This design comes from an exercise in tuning for small area on the open sky130 flow, not from production work.
Function was checked by simulation only, so behaviour that the tests miss may differ from the original.
The clock port is modelled as an ideal driver, which makes a skipped or thinned clock tree look cheaper than it is; a real chip needs a root buffer or a tree.
Power and IR drop assume default switching activity.

==> inputs of build 51 <==
// parking_meter
module parking_meter(
	input add1,
	input add2,
	input add3,
	input add4,
	input rst1,
	input rst2,
	input clk,
	input rst,
	output [6:0] led_seg,
	output a1,
	output a2,
	output a3,
	output a4,
	output [3:0] val1,
	output [3:0] val2,
	output [3:0] val3,
	output [3:0] val4
);
	reg [1:0] j;	 
	reg [4:0] s;
	always @(posedge clk)
		if (rst) begin
			j <= 2'b00;
			s <= 5'b00000;
		end
		else begin
			j <= {j[0], ~j[1]};
			s <= {s[3], ~s[2], ~s[1], ~s[0], ~(s[0] | s[1]) ^ ~(s[3] ^ s[4])};
		end
	wire tick = j[1] & ~j[0] & s[0] & s[1] & s[2] & ~s[3];
	reg [3:0] d0, d1, d2, d3;
	wire z0 = ~(d0[0] | d0[1] | d0[2] | d0[3]);
	wire z1 = ~(d1[0] | d1[1] | d1[2] | d1[3]);
	wire z2 = ~(d2[0] | d2[1] | d2[2] | d2[3]);
	wire z3 = ~(d3[0] | d3[1] | d3[2] | d3[3]);
	wire zero = z0 & z1 & z2 & z3;
	function [3:0] dn(input [3:0] d);
		dn = {(d[3] & d[0]) | ~(d[3] | d[2] | d[1] | d[0]),
			(d[0] | d[1]) ? d[2] : (~d[2] & d[3]),
			d[0] ? d[1] : (~d[1] & (d[2] | d[3])),
			~d[0]};
	endfunction
	wire LD = rst | rst1 | rst2;
	wire K1 = ~rst & rst1;
	wire K2 = ~rst & ~rst1 & rst2;
	wire anyadd = add1 | add2 | add3 | add4;
	wire AD = ~LD & anyadd;
	wire p1 = add1;
	wire p2 = ~add1 & add2;
	wire p3 = ~add1 & ~add2 & add3;
	wire DEC = ~LD & ~anyadd & tick & ~zero;
	wire E0 = DEC, E1 = DEC & z0, E2 = E1 & z1, E3 = E2 & z2;
	wire l = d1[0];
	wire x0 = d1[1], x1 = d1[2], x2 = d1[3];
	wire [2:0] h_p1 = {x1 & x0, x1 ^ x0, ~x0 & ~x2};
	wire [2:0] h_p3 = {x0 & ~x1, ~x1 & ~x0, ~x2 & ~(x1 ^ x0)};
	wire [2:0] h_p4 = {~x2 & ~x1 & ~x0, x2 | (x1 & x0), x2 | (x1 & ~x0)};
	wire m4 = AD ? p3 : (E1 & ~l);
	wire A1 = AD & p1, A2 = AD & p2;
	wire [2:0] hn = (h_p3 & {3{A1}}) | (h_p1 & {3{A2}}) | (h_p4 & {3{m4}}) | ({x2, x1, x0} & {3{~(A1 | A2 | m4)}});
	wire c1 = p1 ? (x1 | x2) : p2 ? x2 : p3 ? (x0 | x1 | x2) : 1'b0;
	wire [1:0] v = p1 ? {1'b0, c1} : (p2 | p3) ? {c1, ~c1} : 2'd3;
	wire [4:0] s2 = {1'b0, d2} + {3'b000, v};
	wire c2 = s2 > 5'd9;
  ...
==> module parking_meter, before the edit <==
module parking_meter(
	input add1,
	input add2,
	input add3,
	input add4,
	input rst1,
	input rst2,
	input clk,
	input rst,
	output [6:0] led_seg,
	output a1,
	output a2,
	output a3,
	output a4,
	output [3:0] val1,
	output [3:0] val2,
	output [3:0] val3,
	output [3:0] val4
);
	reg [1:0] j;	 
	reg [4:0] s;
	always @(posedge clk)
		if (rst) begin
			j <= 2'b00;
			s <= 5'b00000;
		end
		else begin
			j <= {j[0], ~j[1]};
			s <= {s[3], ~s[2], ~s[1], ~s[0], ~(s[0] | s[1]) ^ ~(s[3] ^ s[4])};
		end
	wire tick = j[1] & ~j[0] & s[0] & s[1] & s[2] & ~s[3];
	reg [3:0] d0, d1, d2, d3;
	wire z0 = ~(d0[0] | d0[1] | d0[2] | d0[3]);
	wire z1 = ~(d1[0] | d1[1] | d1[2] | d1[3]);
	wire z2 = ~(d2[0] | d2[1] | d2[2] | d2[3]);
	wire z3 = ~(d3[0] | d3[1] | d3[2] | d3[3]);
	wire zero = z0 & z1 & z2 & z3;
	function [3:0] dn(input [3:0] d);
		dn = {(d[3] & d[0]) | ~(d[3] | d[2] | d[1] | d[0]),
			(d[0] | d[1]) ? d[2] : (~d[2] & d[3]),
			d[0] ? d[1] : (~d[1] & (d[2] | d[3])),
			~d[0]};
	endfunction
	wire LD = rst | rst1 | rst2;
	wire K1 = ~rst & rst1;
	wire K2 = ~rst & ~rst1 & rst2;
	wire anyadd = add1 | add2 | add3 | add4;
	wire AD = ~LD & anyadd;
	wire p1 = add1;
	wire p2 = ~add1 & add2;
	wire p3 = ~add1 & ~add2 & add3;
	wire DEC = ~LD & ~anyadd & tick & ~zero;
	wire E0 = DEC, E1 = DEC & z0, E2 = E1 & z1, E3 = E2 & z2;
	wire l = d1[0];
	wire x0 = d1[1], x1 = d1[2], x2 = d1[3];
	wire [2:0] h_p1 = {x1 & x0, x1 ^ x0, ~x0 & ~x2};
	wire [2:0] h_p3 = {x0 & ~x1, ~x1 & ~x0, ~x2 & ~(x1 ^ x0)};
	wire [2:0] h_p4 = {~x2 & ~x1 & ~x0, x2 | (x1 & x0), x2 | (x1 & ~x0)};
	wire m4 = AD ? p3 : (E1 & ~l);
	wire A1 = AD & p1, A2 = AD & p2;
	wire [2:0] hn = (h_p3 & {3{A1}}) | (h_p1 & {3{A2}}) | (h_p4 & {3{m4}}) | ({x2, x1, x0} & {3{~(A1 | A2 | m4)}});
	wire c1 = p1 ? (x1 | x2) : p2 ? x2 : p3 ? (x0 | x1 | x2) : 1'b0;
	wire [1:0] v = p1 ? {1'b0, c1} : (p2 | p3) ? {c1, ~c1} : 2'd3;
	wire [4:0] s2 = {1'b0, d2} + {3'b000, v};
	wire c2 = s2 > 5'd9;
	wire [3:0] t2 = c2 ? s2[3:0] + 4'd6 : s2[3:0];
	wire SAT = AD & c2 & d3[3] & d3[0];
	wire I3 = AD & c2;	 
	wire [3:0] u3 = {d3[0] & d3[1] & d3[2], d3[0] & d3[1], d3[0] & ~d3[3], ~(d3[3] & d3[0])};
	always @(posedge clk) begin
		d0 <= (d0 & {4{~(LD | SAT | E0)}}) | (dn(d0) & {4{E0}}) | {SAT, K1, K1, SAT};
		d1 <= ({hn, l ^ E1} & {4{~(LD | SAT)}}) | {SAT, K2, 1'b0, SAT | K1 | K2};
		d2 <= (d2 & {4{~(LD | AD | E2)}}) | (dn(d2) & {4{E2}}) | (t2 & {4{AD & ~SAT}}) | {SAT, 2'b00, SAT | K2};
		d3 <= (d3 & {4{~(LD | I3 | E3)}}) | (dn(d3) & {4{E3}}) | ((d3 ^ u3) & {4{I3}});
	end
	reg [5:0] bc;
	reg off;
	always @(posedge clk)
		if (rst) begin
			bc <= 6'd0;
			off <= 1'b0;
		end
		else if (!zero)
			off <= 1'b0;
		else if (bc[5] & bc[4] & bc[0]) begin	 
			bc <= 6'd0;
			off <= ~off;
		end
		else
			bc <= bc + 1'b1;
	wire q0 = ~(j[1] | j[0]);
	wire q1 = ~j[1] & j[0];
	wire q2 = j[1] & j[0];
	wire q3 = j[1] & ~j[0];
	assign a1 = ~q0;
	assign a2 = ~q1;
	assign a3 = ~q2;
	assign a4 = ~q3;
	wire [3:0] dsel = ({4{q0}} & d0) | ({4{q1}} & d1) | ({4{q2}} & d2) | ({4{q3}} & d3);
	wire blank = off | (d0[0] & z3 & ~(d2[3] | d2[2] | d2[1]) & ~(d2[0] & d1[3]));
	wire [3:0] dig = {dsel[3] | blank, dsel[2], dsel[1] | blank, dsel[0]};
	reg [6:0] seg;
	always @(*)
		casez (dig)
		4'b0000: seg = 7'b000_0001;
		4'b0001: seg = 7'b100_1111;
		4'b0010: seg = 7'b001_0010;
		4'b0011: seg = 7'b000_0110;
		4'b0100: seg = 7'b100_1100;
		4'b0101: seg = 7'b010_0100;
		4'b0110: seg = 7'b010_0000;
		4'b0111: seg = 7'b000_1111;
		4'b1?1?: seg = 7'b111_1111;
		4'b1?00: seg = 7'b000_0000;
		default: seg = 7'b000_0100;
		endcase
	assign led_seg = seg;
	assign val1 = d0;
	assign val2 = d1;
	assign val3 = d2;
	assign val4 = d3;
endmodule
Settings: LEC_CHECK=0, ABC_AREA=1, CAP_MARGIN=20, CORE_MARGIN=2, CORE_UTILIZATION=40, SLEW_MARGIN=20; clock period 20.0 ns.
standard.sh (not shown) runs the stock make flow with config.mk's settings and CLKGATE_MAP_FILE= SYNTH_SCRIPT=/design/flow/synth_recipe.tcl, a recipe that flattens the netlist after the stock synthesis.
==> flow/flow/run.sh <==
#!/bin/bash
# Own layout flow:
#  1. the standard synthesis (standard.sh synth), unchanged;
#  2. an area-only re-mapping of the combinational logic between the
#     registers (the registers themselves are kept as they are);
#  3. the standard floorplan and placement, with buf_1 port buffers;
#  4. a small clock tree made by hand (mcts.tcl) in place of CTS;
#  5. the standard routing and finishing steps.
# Each tool's output goes to a log file of its own in this folder.
set -euo pipefail
W=$(pwd)
R=$W/orfs/results/$FLOW_PLATFORM/parking_meter/base
YOSYS=${YOSYS_EXE:-$FLOW_HOME/../tools/install/yosys/bin/yosys}
[ -x "$YOSYS" ] || YOSYS=yosys
OPENROAD=${OPENROAD_EXE:-$FLOW_HOME/../tools/install/OpenROAD/bin/openroad}
[ -x "$OPENROAD" ] || OPENROAD=openroad

bash standard.sh synth > $W/synth.log 2>&1

cp $R/1_2_yosys.v $W/std_synth.v
sed -e "s#@IN@#$W/std_synth.v#; s#@OUT@#$W/remap.v#; s#@ABC@#$W/flow/area.abc#; s#@LIB@#$FLOW_HOME/platforms/$FLOW_PLATFORM/lib/sky130_fd_sc_hd__tt_025C_1v80.lib#g" \
  flow/remap.ys > $W/remap.ys
$YOSYS -s $W/remap.ys > $W/remap.log 2>&1
cp $W/remap.v $R/1_2_yosys.v

export BUFFER_PORTS_ARGS="-buffer_cell sky130_fd_sc_hd__buf_1"
bash standard.sh place > $W/place.log 2>&1

RESULTS=$R CLK_PORT=clk CLK_BUF=sky130_fd_sc_hd__clkbuf_8 CLK_NBUF=2 \
  $OPENROAD -no_init -exit $W/flow/mcts.tcl > $W/mcts.log 2>&1

bash standard.sh finish > $W/finish.log 2>&1
==> flow/flow/area.abc <==
strash
&get -n
&deepsyn -T 300
&put
dch -f
amap
topo
==> flow/flow/mcts.tcl <==
# Clock tree made by hand: the clock port drives a few clock buffers, each
# next to a cluster of registers (k-means on their placed positions).
set P $::env(FLOW_HOME)/platforms/$::env(FLOW_PLATFORM)
set R $::env(RESULTS)
read_lef $P/lef/sky130_fd_sc_hd.tlef
read_lef $P/lef/sky130_fd_sc_hd_merged.lef
read_liberty $P/lib/sky130_fd_sc_hd__tt_025C_1v80.lib
read_db $R/3_place.odb
read_sdc $R/3_place.sdc
source $P/setRC.tcl

set db [ord::get_db]
set block [ord::get_db_block]
set clk [$block findNet $::env(CLK_PORT)]
set master [$db findMaster $::env(CLK_BUF)]
set nb $::env(CLK_NBUF)

set sinks {}
foreach it [$clk getITerms] {
  set b [[$it getInst] getBBox]
  lappend sinks [list $it [expr {([$b xMin] + [$b xMax]) / 2.0}] [expr {([$b yMin] + [$b yMax]) / 2.0}]]
}
set n [llength $sinks]
# k-means, started from sinks spread along the sorted x order
set sorted [lsort -real -index 1 $sinks]
set cx {}; set cy {}
for {set k 0} {$k < $nb} {incr k} {
  set s [lindex $sorted [expr {int(($k + 0.5) * $n / $nb)}]]
  lappend cx [lindex $s 1]; lappend cy [lindex $s 2]
}
for {set iter 0} {$iter < 50} {incr iter} {
  # balanced assignment: nearest free cluster first, at most cap sinks each
  set cap [expr {($n + $nb - 1) / $nb}]
  set pairs {}
  set i 0
  foreach s $sinks {
    for {set k 0} {$k < $nb} {incr k} {
      lappend pairs [list $i $k [expr {abs([lindex $s 1] - [lindex $cx $k]) + abs([lindex $s 2] - [lindex $cy $k])}]]
    }
    incr i
  }
  set asg [lrepeat $n -1]
  set load [lrepeat $nb 0]
  foreach p [lsort -real -index 2 $pairs] {
    lassign $p i k d
    if {[lindex $asg $i] < 0 && [lindex $load $k] < $cap} {
      lset asg $i $k
      lset load $k [expr {[lindex $load $k] + 1}]
    }
  }
  set ncx {}; set ncy {}
  for {set k 0} {$k < $nb} {incr k} {
    set sx 0; set sy 0; set m 0
    foreach s $sinks a $asg { if {$a == $k} { set sx [expr {$sx + [lindex $s 1]}]; set sy [expr {$sy + [lindex $s 2]}]; incr m } }
    if {$m > 0} { lappend ncx [expr {$sx / $m}]; lappend ncy [expr {$sy / $m}] } else { lappend ncx [lindex $cx $k]; lappend ncy [lindex $cy $k] }
  }
  set cx $ncx; set cy $ncy
}
for {set k 0} {$k < $nb} {incr k} {
  set net [odb::dbNet_create $block clknet_${k}_$::env(CLK_PORT)]
  $net setSigType CLOCK
  set inst [odb::dbInst_create $block $master clkbuf_${k}_$::env(CLK_PORT)]
  [$inst findITerm A] connect $clk
  [$inst findITerm X] connect $net
  set w [[$inst getMaster] getWidth]
  $inst setLocation [expr {int([lindex $cx $k] - $w / 2)}] [expr {int([lindex $cy $k])}]
  $inst setPlacementStatus PLACED
  set m 0
  foreach s $sinks a $asg {
    if {$a == $k} { set it [lindex $s 0]; $it disconnect; $it connect $net; incr m }
  }
  puts "manual cts: buffer $k drives $m registers"
}
detailed_placement
check_placement -verbose
set_propagated_clock [all_clocks]
estimate_parasitics -placement
set worst 0
foreach p [get_pins -hierarchical */CLK] { set s [get_property $p slew_max]; if {$s > $worst} { set worst $s } }
puts "manual cts: worst register clock slew (placement estimate) $worst"
report_checks -path_delay min_max
write_db $R/4_1_cts.odb
unset_propagated_clock [all_clocks]
write_sdc -no_timestamp $R/4_cts.sdc
==> flow/flow/remap.ys <==
read_liberty -ignore_miss_func @LIB@
blackbox sky130_fd_sc_hd__df* sky130_fd_sc_hd__edf* sky130_fd_sc_hd__sdf* sky130_fd_sc_hd__sedf* sky130_fd_sc_hd__dl* sky130_fd_sc_hd__conb*
read_verilog @IN@
hierarchy -top parking_meter
flatten
opt_clean
techmap
opt -fast
abc -liberty @LIB@ -script @ABC@ -dont_use sky130_fd_sc_hd__lpflow_bleeder_1 -dont_use sky130_fd_sc_hd__lpflow_clkbufkapwr_1 -dont_use sky130_fd_sc_hd__lpflow_clkbufkapwr_16 -dont_use sky130_fd_sc_hd__lpflow_clkbufkapwr_2 -dont_use sky130_fd_sc_hd__lpflow_clkbufkapwr_4 -dont_use sky130_fd_sc_hd__lpflow_clkbufkapwr_8 -dont_use sky130_fd_sc_hd__lpflow_clkinvkapwr_1 -dont_use sky130_fd_sc_hd__lpflow_clkinvkapwr_16 -dont_use sky130_fd_sc_hd__lpflow_clkinvkapwr_2 -dont_use sky130_fd_sc_hd__lpflow_clkinvkapwr_4 -dont_use sky130_fd_sc_hd__lpflow_clkinvkapwr_8 -dont_use sky130_fd_sc_hd__lpflow_decapkapwr_12 -dont_use sky130_fd_sc_hd__lpflow_decapkapwr_3 -dont_use sky130_fd_sc_hd__lpflow_decapkapwr_4 -dont_use sky130_fd_sc_hd__lpflow_decapkapwr_6 -dont_use sky130_fd_sc_hd__lpflow_decapkapwr_8 -dont_use sky130_fd_sc_hd__lpflow_inputiso0n_1 -dont_use sky130_fd_sc_hd__lpflow_inputiso0p_1 -dont_use sky130_fd_sc_hd__lpflow_inputiso1n_1 -dont_use sky130_fd_sc_hd__lpflow_inputiso1p_1 -dont_use sky130_fd_sc_hd__lpflow_inputisolatch_1 -dont_use sky130_fd_sc_hd__lpflow_isobufsrc_1 -dont_use sky130_fd_sc_hd__lpflow_isobufsrc_16 -dont_use sky130_fd_sc_hd__lpflow_isobufsrc_2 -dont_use sky130_fd_sc_hd__lpflow_isobufsrc_4 -dont_use sky130_fd_sc_hd__lpflow_isobufsrc_8 -dont_use sky130_fd_sc_hd__lpflow_isobufsrckapwr_16 -dont_use sky130_fd_sc_hd__lpflow_lsbuf_lh_hl_isowell_tap_1 -dont_use sky130_fd_sc_hd__lpflow_lsbuf_lh_hl_isowell_tap_2 -dont_use sky130_fd_sc_hd__lpflow_lsbuf_lh_hl_isowell_tap_4 -dont_use sky130_fd_sc_hd__lpflow_lsbuf_lh_isowell_4 -dont_use sky130_fd_sc_hd__lpflow_lsbuf_lh_isowell_tap_1 -dont_use sky130_fd_sc_hd__lpflow_lsbuf_lh_isowell_tap_2 -dont_use sky130_fd_sc_hd__lpflow_lsbuf_lh_isowell_tap_4 -dont_use sky130_fd_sc_hd__probe_p_8 -dont_use sky130_fd_sc_hd__probec_p_8
opt_clean -purge
rename -hide w:*.*
opt_clean -purge
hilomap -singleton -hicell sky130_fd_sc_hd__conb_1 HI -locell sky130_fd_sc_hd__conb_1 LO
stat -liberty @LIB@
write_verilog -noattr -noexpr @OUT@
==> trial 1: changes against build 51 <==
--- a/flow/design.v
+++ b/flow/design.v
@@ -61,10 +61,81 @@
 	wire [2:0] hn = (h_p3 & {3{A1}}) | (h_p1 & {3{A2}}) | (h_p4 & {3{m4}}) | ({x2, x1, x0} & {3{~(A1 | A2 | m4)}});
 	wire c1 = p1 ? (x1 | x2) : p2 ? x2 : p3 ? (x0 | x1 | x2) : 1'b0;
 	wire [1:0] v = p1 ? {1'b0, c1} : (p2 | p3) ? {c1, ~c1} : 2'd3;
-	wire [4:0] s2 = {1'b0, d2} + {3'b000, v};
-	wire c2 = s2 > 5'd9;
-	wire [3:0] t2 = c2 ? s2[3:0] + 4'd6 : s2[3:0];
-	wire SAT = AD & c2 & d3[3] & d3[0];
+	function [4:0] badd(input [1:0] v, input [3:0] d);
+		case ({v, d})
+		6'd0: badd = 5'b00000;
+		6'd1: badd = 5'b00001;
+		6'd2: badd = 5'b00010;
+		6'd3: badd = 5'b00011;
+		6'd4: badd = 5'b00100;
+		6'd5: badd = 5'b00101;
+		6'd6: badd = 5'b00110;
+		6'd7: badd = 5'b00111;
+		6'd8: badd = 5'b01000;
+		6'd9: badd = 5'b01001;
+		6'd10: badd = 5'b01000;
+		6'd11: badd = 5'b01001;
+		6'd12: badd = 5'b01000;
+		6'd13: badd = 5'b01001;
+		6'd14: badd = 5'b01000;
+		6'd15: badd = 5'b01001;
+		6'd16: badd = 5'b00001;
+		6'd17: badd = 5'b00010;
+		6'd18: badd = 5'b00011;
+		6'd19: badd = 5'b00100;
+		6'd20: badd = 5'b00101;
+		6'd21: badd = 5'b00110;
+		6'd22: badd = 5'b00111;
+		6'd23: badd = 5'b01000;
+		6'd24: badd = 5'b01001;
+		6'd25: badd = 5'b10000;
+		6'd26: badd = 5'b01001;
+		6'd27: badd = 5'b10000;
+		6'd28: badd = 5'b01001;
+		6'd29: badd = 5'b10000;
+		6'd30: badd = 5'b01001;
+		6'd31: badd = 5'b10000;
+		6'd32: badd = 5'b00010;
+		6'd33: badd = 5'b00011;
+		6'd34: badd = 5'b00100;
+		6'd35: badd = 5'b00101;
+		6'd36: badd = 5'b00110;
+		6'd37: badd = 5'b00111;
+		6'd38: badd = 5'b01000;
+		6'd39: badd = 5'b01001;
+		6'd40: badd = 5'b10000;
+		6'd41: badd = 5'b10001;
+		6'd42: badd = 5'b10000;
+		6'd43: badd = 5'b10001;
+		6'd44: badd = 5'b10000;
+		6'd45: badd = 5'b10001;
+		6'd46: badd = 5'b10000;
+		6'd47: badd = 5'b10001;
+		6'd48: badd = 5'b00011;
+		6'd49: badd = 5'b00100;
+		6'd50: badd = 5'b00101;
+		6'd51: badd = 5'b00110;
+		6'd52: badd = 5'b00111;
+		6'd53: badd = 5'b01000;
+		6'd54: badd = 5'b01001;
+		6'd55: badd = 5'b10000;
+		6'd56: badd = 5'b10001;
+		6'd57: badd = 5'b10010;
+		6'd58: badd = 5'b10001;
+		6'd59: badd = 5'b10010;
+		6'd60: badd = 5'b10001;
+		6'd61: badd = 5'b10010;
+		6'd62: badd = 5'b10001;
+		6'd63: badd = 5'b10010;
+		default: badd = 5'b00000;
+		endcase
+	endfunction
+	wire [4:0] bs = badd(v, d2);
+	wire c2 = bs[4];
+	wire [3:0] t2 = bs[3:0];
+	wire p4 = ~(p1 | p2 | p3);
+	wire SAT = AD & d3[3] & d3[0] & ((p1 & d2[3] & d2[0] & (d1[3] | d1[2])) | (p2 & d2[3] & (d2[0] | d1[3]))
+		| (p3 & d2[3] & (d2[0] | d1[3] | d1[2] | d1[1])) | (p4 & (d2[3] | (d2[2] & d2[1] & d2[0]))));
 	wire I3 = AD & c2;	 
 	wire [3:0] u3 = {d3[0] & d3[1] & d3[2], d3[0] & d3[1], d3[0] & ~d3[3], ~(d3[3] & d3[0])};
 	always @(posedge clk) begin
@@ -73,21 +144,23 @@
 		d2 <= (d2 & {4{~(LD | AD | E2)}}) | (dn(d2) & {4{E2}}) | (t2 & {4{AD & ~SAT}}) | {SAT, 2'b00, SAT | K2};
 		d3 <= (d3 & {4{~(LD | I3 | E3)}}) | (dn(d3) & {4{E3}}) | ((d3 ^ u3) & {4{I3}});
 	end
-	reg [5:0] bc;
+	reg bp;
+	reg [4:0] bq;
 	reg off;
+	wire bwrap = bp & bq[0] & bq[1] & bq[2] & ~bq[3];
 	always @(posedge clk)
 		if (rst) begin
-			bc <= 6'd0;
+			bp <= 1'b0;
+			bq <= 5'b00000;
 			off <= 1'b0;
 		end
-		else if (!zero)
-			off <= 1'b0;
-		else if (bc[5] & bc[4] & bc[0]) begin	 
-			bc <= 6'd0;
-			off <= ~off;
+		else begin
+			if (zero) begin
+				bp <= ~bp;
+				bq <= {bq[3], ~bq[2], ~bq[1], ~bq[0], ~(bq[0] | bq[1]) ^ ~(bq[3] ^ bq[4])};
+			end
+			off <= zero & (off ^ bwrap);
 		end
-		else
-			bc <= bc + 1'b1;
 	wire q0 = ~(j[1] | j[0]);
 	wire q1 = ~j[1] & j[0];
 	wire q2 = j[1] & j[0];
@@ -98,7 +171,7 @@
 	assign a4 = ~q3;
 	wire [3:0] dsel = ({4{q0}} & d0) | ({4{q1}} & d1) | ({4{q2}} & d2) | ({4{q3}} & d3);
 	wire blank = off | (d0[0] & z3 & ~(d2[3] | d2[2] | d2[1]) & ~(d2[0] & d1[3]));
-	wire [3:0] dig = {dsel[3] | blank, dsel[2], dsel[1] | blank, dsel[0]};
+	wire [3:0] dig = {dsel[3] | blank, dsel[2] | blank, dsel[1], dsel[0]};
 	reg [6:0] seg;
 	always @(*)
 		casez (dig)
@@ -110,8 +183,8 @@
 		4'b0101: seg = 7'b010_0100;
 		4'b0110: seg = 7'b010_0000;
 		4'b0111: seg = 7'b000_1111;
-		4'b1?1?: seg = 7'b111_1111;
-		4'b1?00: seg = 7'b000_0000;
+		4'b11??: seg = 7'b111_1111;
+		4'b10?0: seg = 7'b000_0000;
 		default: seg = 7'b000_0100;
 		endcase
 	assign led_seg = seg;
--- a/flow/flow/run.sh
+++ b/flow/flow/run.sh
@@ -18,15 +18,42 @@
 bash standard.sh synth > $W/synth.log 2>&1
 
 cp $R/1_2_yosys.v $W/std_synth.v
-sed -e "s#@IN@#$W/std_synth.v#; s#@OUT@#$W/remap.v#; s#@ABC@#$W/flow/area.abc#; s#@LIB@#$FLOW_HOME/platforms/$FLOW_PLATFORM/lib/sky130_fd_sc_hd__tt_025C_1v80.lib#g" \
-  flow/remap.ys > $W/remap.ys
-$YOSYS -s $W/remap.ys > $W/remap.log 2>&1
+LIB=$FLOW_HOME/platforms/$FLOW_PLATFORM/lib/sky130_fd_sc_hd__tt_025C_1v80.lib
+SEEDS=(1 2 3 4 5 6 7 8 9 10 11 12 13 14 15 16)
+for wave in 0 1; do
+  for j in 0 1 2 3 4 5 6 7; do
+    k=${SEEDS[$((wave * 8 + j))]}
+    sed -e "s#@SEED@#$k#" flow/area.abc > $W/area_$k.abc
+    sed -e "s#@IN@#$W/std_synth.v#; s#@OUT@#$W/remap_$k.v#; s#@ABC@#$W/area_$k.abc#; s#@LIB@#$LIB#g" \
+      flow/remap.ys > $W/remap_$k.ys
+    $YOSYS -s $W/remap_$k.ys > $W/remap_$k.log 2>&1 &
+  done
+  wait
+done
+best=
+bestarea=
+for k in ${SEEDS[@]}; do
+  a=$(grep -o "Chip area for module '.parking_meter': [0-9.]*" $W/remap_$k.log | tail -1 | awk '{print $NF}' || true)
+  echo "seed $k: area $a" >> $W/remap_choice.log
+  if [ -n "$a" ] && { [ -z "$bestarea" ] || awk -v a=$a -v b=$bestarea 'BEGIN{exit !(a < b)}'; }; then
+    best=$k; bestarea=$a
+  fi
+done
+echo "chosen seed $best: area $bestarea" >> $W/remap_choice.log
+cp $W/remap_$best.v $W/remap.v
 cp $W/remap.v $R/1_2_yosys.v
 
 export BUFFER_PORTS_ARGS="-buffer_cell sky130_fd_sc_hd__buf_1"
 bash standard.sh place > $W/place.log 2>&1
 
-RESULTS=$R CLK_PORT=clk CLK_BUF=sky130_fd_sc_hd__clkbuf_8 CLK_NBUF=2 \
+# three clkbuf_4 next to three equal clusters of registers; if the estimated
+# register clock slew comes out high, two clkbuf_8 instead
+RESULTS=$R CLK_PORT=clk CLK_BUF=sky130_fd_sc_hd__clkbuf_4 CLK_NBUF=3 \
   $OPENROAD -no_init -exit $W/flow/mcts.tcl > $W/mcts.log 2>&1
+slew=$(grep -o "worst register clock slew (placement estimate) [0-9.e-]*" $W/mcts.log | awk '{print $NF}' || true)
+if [ -z "$slew" ] || awk -v s=$slew 'BEGIN{exit !(s > 0.124)}'; then
+  RESULTS=$R CLK_PORT=clk CLK_BUF=sky130_fd_sc_hd__clkbuf_8 CLK_NBUF=2 \
+    $OPENROAD -no_init -exit $W/flow/mcts.tcl > $W/mcts2.log 2>&1
+fi
 
 bash standard.sh finish > $W/finish.log 2>&1
==> flow/flow/area.abc (replaced) <==
strash
&get -n
&deepsyn -T 300 -S @SEED@
&put
dch -f
amap -m
topo
PLACE_DENSITY = 0.9   (was unset)
==> build 73: changes against build 51 <==
==> flow/flow/run.sh (replaced) <==
#!/bin/bash
# Own layout flow: the standard synthesis, then an area-only re-mapping of the
# combinational logic between the (untouched) registers, then the standard
# layout steps with small port buffers and a small clock tree.
set -euo pipefail
W=$(pwd)
R=$W/orfs/results/$FLOW_PLATFORM/parking_meter/base
YOSYS=${YOSYS_EXE:-$FLOW_HOME/../tools/install/yosys/bin/yosys}
[ -x "$YOSYS" ] || YOSYS=yosys

bash standard.sh synth > $W/synth.log 2>&1

cp $R/1_2_yosys.v $W/std_synth.v
sed -e "s#@IN@#$W/std_synth.v#; s#@OUT@#$W/remap.v#; s#@ABC@#$W/flow/area.abc#; s#@LIB@#$FLOW_HOME/platforms/$FLOW_PLATFORM/lib/sky130_fd_sc_hd__tt_025C_1v80.lib#g" \
  flow/remap.ys > $W/remap.ys
$YOSYS -s $W/remap.ys > $W/remap.log 2>&1
cp $W/remap.v $R/1_2_yosys.v

export BUFFER_PORTS_ARGS="-buffer_cell sky130_fd_sc_hd__buf_1"
export CTS_ARGS="-sink_clustering_enable -repair_clock_nets -dont_use_dummy_load -root_buf sky130_fd_sc_hd__clkbuf_4 -buf_list sky130_fd_sc_hd__clkbuf_4 -sink_clustering_size 40 -sink_clustering_max_diameter 200"
bash standard.sh finish > $W/finish.log 2>&1
removed: flow/flow/mcts.tcl
==> impl_metrics.py <==
metrics = {
    "pwr": {
        "p_int_w": 0.00008133,
        "p_clk_w": 0.0000317,
        "p_sw_w": 0.00003610,
    },
    "outcome": {
        "status": "timing/DRC/antenna clean",
    },
    "layout": {
        "largest_reg_flops": 6,
        "largest-register": "bc",
    },
    "critical_path": {
        "path_delay_family": "compound AO/OA/AOI/OAI gates",
        "arrival_ps": 2870,
        "worst-path-stages": 10,
    },
    "clock_tree": {
        "clk_pin_slew_ps": 90,
    },
    "place": {
        "post-dp-hpwl_mm": 2.989,
    },
}
The numbers above come from build 73.

==> impl_metrics.py <==
metrics = {
    "critical_path": {
        "path_delay_family": "simple AND/OR/NAND/NOR gates",
        "arrival_ps": 7090,
        "worst-path-stages": 15,
    },
    "pwr": {
        "p_int_w": 0.00007891,
        "p_clk_w": 0.0000255,
        "p_sw_w": 0.00003236,
    },
    "place": {
        "post-dp-hpwl_mm": 2.989,
    },
    "outcome": {
        "status": "timing/DRC/antenna clean",
    },
    "clock_tree": {
        "clk_pin_slew_ps": 110,
    },
    "layout": {
        "largest_reg_flops": 6,
    },
}
The numbers above come from build 51.

==> impl_metrics.py <==
metrics = {
    "outcome": {
        "status": "timing/DRC/antenna clean",
    },
    "layout": {
        "inv_count": 29,
    },
    "pwr": {
        "p_int_w": 0.00007862,
        "p_clk_w": 0.0000219,
    },
    "critical_path": {
        "arrival_ps": 6910,
        "worst-path-stages": 15,
        "path_delay_family": "compound AO/OA/AOI/OAI gates",
    },
    "clock_tree": {
        "clk_pin_slew_ps": 110,
    },
    "global_routing": {
        "grt.total_usage_pct": 18.06,
    },
    "place": {
        "post-dp-hpwl_mm": 3.008,
    },
}
The numbers above come from trial 1.

The clock cells of build 51 and trial 1 come from the design's own scripts or RTL, not from TritonCTS.

port drivers added, routing unchanged:
The results above use ideal ports. As a check the final layouts listed here were re-extracted and re-timed, cells and wires unchanged. Step 1: set_driving_cell puts a clkbuf_16 on clk and a buf_2 on each other input, an assumption about the parent block. Step 2 also shifts input and output timing later by t, the mid clock arrival at the registers, as if the neighbouring blocks saw the same clock. Slacks: ideal / step 1 / step 2; pairs: ideal / step 1.
| run | t, ns | setup WS [ns] | worst hold slack (ns) |
|---|---|---|---|
| build 51 | 0.189 | 13.026 / 13.040 / 12.851 | 0.407 / 0.407 / 0.407 |
| trial 1 | 0.197 | 13.163 / 13.180 / 12.983 | 0.416 / 0.416 / 0.416 |
| build 73 | 0.347 | 13.134 / 13.111 / 12.860 | 0.406 / 0.406 / 0.406 |
After both steps setup and hold are still met in every run listed. For build 73, which loses most, drivers alone change the setup slack by -0.023 ns; drivers and shift together by -0.274 ns.
